From an optimization exercise on the open Yosys and OpenROAD flow, aimed at small area, a short achievable clock period and few clock cycles per item; shortcuts taken in it are not production practice.
Only simulation tests tie the RTL to the original design; equivalence was not proved.

## fpu_s
module fpu_s (
  input         clk,
  input         rst_n,
  input         req_valid,
  input  [6:0]  req_opcode,
  input  [6:0]  req_f7,
  input  [2:0]  req_rm,
  input  [4:0]  req_rs2,
  input  [31:0] req_v1,
  input  [31:0] req_v2,
  input  [31:0] req_v3,
  output        resp_valid,
  output [31:0] resp_value,
  output [4:0]  resp_fflags
);
Size: ~12000 cells after synthesis, roughly 190 flip-flops, about 160 I/O pins, roughly 69000 sq um of cells after synthesis.
clock: 20.0 ns
lec_check: 0
abc_area: 1
cap_margin: 20
core_margin: 2
core_utilization: 40
slew_margin: 20
standard.sh (not shown) runs the stock make flow with config.mk's settings and CLKGATE_MAP_FILE= SYNTH_SCRIPT=/design/flow/synth_recipe.tcl, a recipe that flattens the netlist after the stock synthesis.
==> flow/flow/run.sh <==
#!/bin/bash
# Layout flow: the standard synthesis unchanged, then the standard ORFS
# steps (floorplan to finish) with timing repair aimed at a setup margin of
# 7.5 ns. The clock period and all constraints stay the design's.
# Each step's full output goes to a log file in this folder.
set -euo pipefail
bash standard.sh synth > synth.log 2>&1
bash standard.sh SETUP_SLACK_MARGIN=7.5 finish > layout.log 2>&1
The baseline went through all stages and came out clean.
Testbench counts at the start, summed over its fixed seeds: cycles 3,250, ops 2,400.
Change:
==> flow/flow/run.sh (replaced) <==
#!/bin/bash
# Layout flow: the standard synthesis unchanged, then the standard ORFS
# steps (floorplan to finish) with timing repair aimed at a setup margin of
# 7.25 ns. The clock period and all constraints stay the design's.
# Each step's full output goes to a log file in this folder.
set -euo pipefail
bash standard.sh synth > synth.log 2>&1
bash standard.sh SETUP_SLACK_MARGIN=7.25 finish > layout.log 2>&1
CORE_UTILIZATION = 46   (was 40)
What happened:
- maximum frequency came out lower by 2.2%
- area after synthesis is unchanged
- routed wire length came out lower by 8.2%
- setup slack loses 0.28 ns
- die area goes down by 13%
- count of clock-buffer cells in the layout came out higher by 3
- sequential share of layout area rises by 0.10 points
- final cell count decreases by 2.7%
Change:
CORE_UTILIZATION = 45   (was 46)
The new run finished with timing, DRC and antenna clean.
Worst setup slack gets better by 0.077 ns.
Hold slack improves by 0.013 ns.
Count of clock-buffer cells in the layout came out lower by 1.
Change:
==> flow/flow/run.sh (replaced) <==
#!/bin/bash
# Layout flow: the standard synthesis unchanged, then the standard ORFS
# steps (floorplan to finish) with timing repair aimed at a setup margin of
# 7 ns. The clock period and all constraints stay the design's.
# Each step's full output goes to a log file in this folder.
set -euo pipefail
bash standard.sh synth > synth.log 2>&1
bash standard.sh SETUP_SLACK_MARGIN=7 finish > layout.log 2>&1
CORE_UTILIZATION = 40   (was 45)
Outcome: The changed run finished clean. Area after synthesis is unchanged. Clock-buffer cell count falls by 2. Sequential share of layout area barely changes. Critical path depth climbs by 14. Final area came out higher slightly. Worst setup slack degrades by 0.36 ns. Global-route usage falls by 2.4 points. Cell count went up by a few percent.

========
== the baseline ==
fpu_s again, from the RTL that the note above started with.
Settings: LEC_CHECK=0, ABC_AREA=1, CAP_MARGIN=20, CORE_MARGIN=2, CORE_UTILIZATION=45, PLACE_DENSITY=0.7, SLEW_MARGIN=20; clock period 20.0 ns.
==> flow/flow/run.sh <==
#!/bin/bash
# Layout flow: the standard synthesis unchanged, then the standard ORFS
# steps (floorplan to finish) with timing repair aimed at a setup margin of
# 7 ns. The clock period and all constraints stay the design's.
# Each step's full output goes to a log file in this folder.
set -euo pipefail
bash standard.sh synth > synth.log 2>&1
bash standard.sh SETUP_SLACK_MARGIN=7 finish > layout.log 2>&1
Testbench counts of the baseline, summed over its fixed seeds: cycles 3,250, ops 2,400.
Changes in the candidate relative to the baseline:
- removing PLACE_DENSITY (formerly 0.7)
- changing CORE_UTILIZATION from 45 to 55
Results
- The baseline → the candidate: met3 routed wirelength now larger, final worst-path setup slack lost 0.23 ns, worst-case hold slack higher, total via count in the routed design higher.

========
== job 101 ==
Another version of the RTL of fpu_s (not shown whole).
For scale: ~12,000 cells after synthesis, ~250 flip-flops, ~0.071 mm² of cells after synthesis.
Design fpu_s, start of the top module:
module fpu_s (
  input         clk,
  input         rst_n,
  input         req_valid,
  input  [6:0]  req_opcode,
  input  [6:0]  req_f7,
  input  [2:0]  req_rm,
  input  [4:0]  req_rs2,
  input  [31:0] req_v1,
  input  [31:0] req_v2,
  input  [31:0] req_v3,
  output        resp_valid,
  output [31:0] resp_value,
  output [4:0]  resp_fflags
);
clock: 20.0 ns
lec_check: 0
abc_area: 1
cap_margin: 20
core_margin: 2
core_utilization: 40
slew_margin: 20
Scripts as last shown in full above: flow/flow/run.sh
Testbench counts of job 101, summed over its fixed seeds: cycles 3,250, ops 2,400.
Changes in job 102 relative to job 101:
-- flow/flow/run.sh --
<<< job 101, line 4
# 7 ns. The clock period and all constraints stay the design's.
>>> job 102, line 4
# 6 ns. The clock period and all constraints stay the design's.
<<< job 101, line 8
bash standard.sh SETUP_SLACK_MARGIN=7 finish > layout.log 2>&1
>>> job 102, line 8
bash standard.sh SETUP_SLACK_MARGIN=6 finish > layout.log 2>&1
-- flow/config.mk --
<<< job 101, line 8
export ABC_AREA = 1
>>> job 102, line 8
## What came out
Via count in job 102 vs job 101: down 4,824
Of job 102 and job 101, the run reporting the lower final clock skew was job 101.
diff inputs: job 102 => job 103
==> flow/run.sh (new file) <==
#!/bin/bash
# synth_recipe.tcl (not shown) runs the flow's synth.tcl, then flattens the netlist and writes it again
# the make line also repeats each setting of config.mk as NAME=value (left out here)
make -C /OpenROAD-flow-scripts/flow DESIGN_CONFIG=/design/flow/config.mk WORK_HOME=/design/flow/orfs CLKGATE_MAP_FILE= SYNTH_SCRIPT=/design/flow/synth_recipe.tcl finish
-- flow/config.mk --
<<< job 102, line 8
>>> job 103, line 8
export ABC_AREA = 1
<<< job 102, line 11
>>> job 103, line 12
export SETUP_SLACK_MARGIN = 5
removed: flow/flow/run.sh
removed: flow/standard.sh
Notes after the runs:
- Job 103 vs job 102: post-placement cell count up
- Delta (job 103 minus job 102): diode insertion count for antenna repair dropped 1; area taken by flip-flops and latches comparable; routed length on met3 has decreased.
- register to output pin as the worst setup path category was reported by job 103, and input port to register by job 102.

-- re-timing with driven ports --
The flow's constraints put no driver on any port. The routed layouts listed below were extracted and timed again, unchanged, in two steps. Step 1 assumes that a clkbuf_16 drives the clock port and a buf_2 every other input. Step 2, shift: input delay + t, output delay - t, t = (earliest + latest rising clock arrival at the registers) / 2. This alone moves slack from input paths to output paths. a / b / c = no drivers / after step 1 / after step 2; a / b = the first two.
| run | t, ns | slack for setup (ns) | latest minus earliest clock arrival (ns) | worst slew at a driven data input, ns | cell pins on the clock port's net |
|---|---|---|---|---|---|
| the first run of note 1 | 0.642 | 7.541 / 7.497 / 6.859 | 0.042 / 0.042 | 0.13 | 1 |
| the second run of note 1 | 0.595 | 7.263 / 7.192 / 6.670 | 0.025 / 0.025 | 0.20 | 1 |
| the third run of note 1 | 0.604 | 7.340 / 7.262 / 6.778 | 0.034 / 0.034 | 0.22 | 1 |
| the fourth run of note 1 | 0.633 | 6.978 / 7.007 / 6.396 | 0.038 / 0.037 | 0.13 | 1 |
| the baseline | 0.641 | 7.035 / 7.007 / 6.367 | 0.031 / 0.031 | 0.19 | 1 |
| the candidate | 0.612 | 6.804 / 6.860 / 6.248 | 0.022 / 0.022 | 0.15 | 1 |
| job 101 | 0.722 | 7.104 / 7.072 / 6.415 | 0.030 / 0.031 | 0.19 | 1 |
| job 102 | 0.663 | 5.780 / 5.827 / 5.164 | 0.047 / 0.047 | 0.15 | 1 |
| job 103 | 0.716 | 5.251 / 5.184 / 4.877 | 0.031 / 0.031 | 0.19 | 1 |
After both steps every run listed still meets setup and hold. For job 101, which loses most, drivers alone change the setup slack by -0.032 ns; drivers and shift together by -0.689 ns.
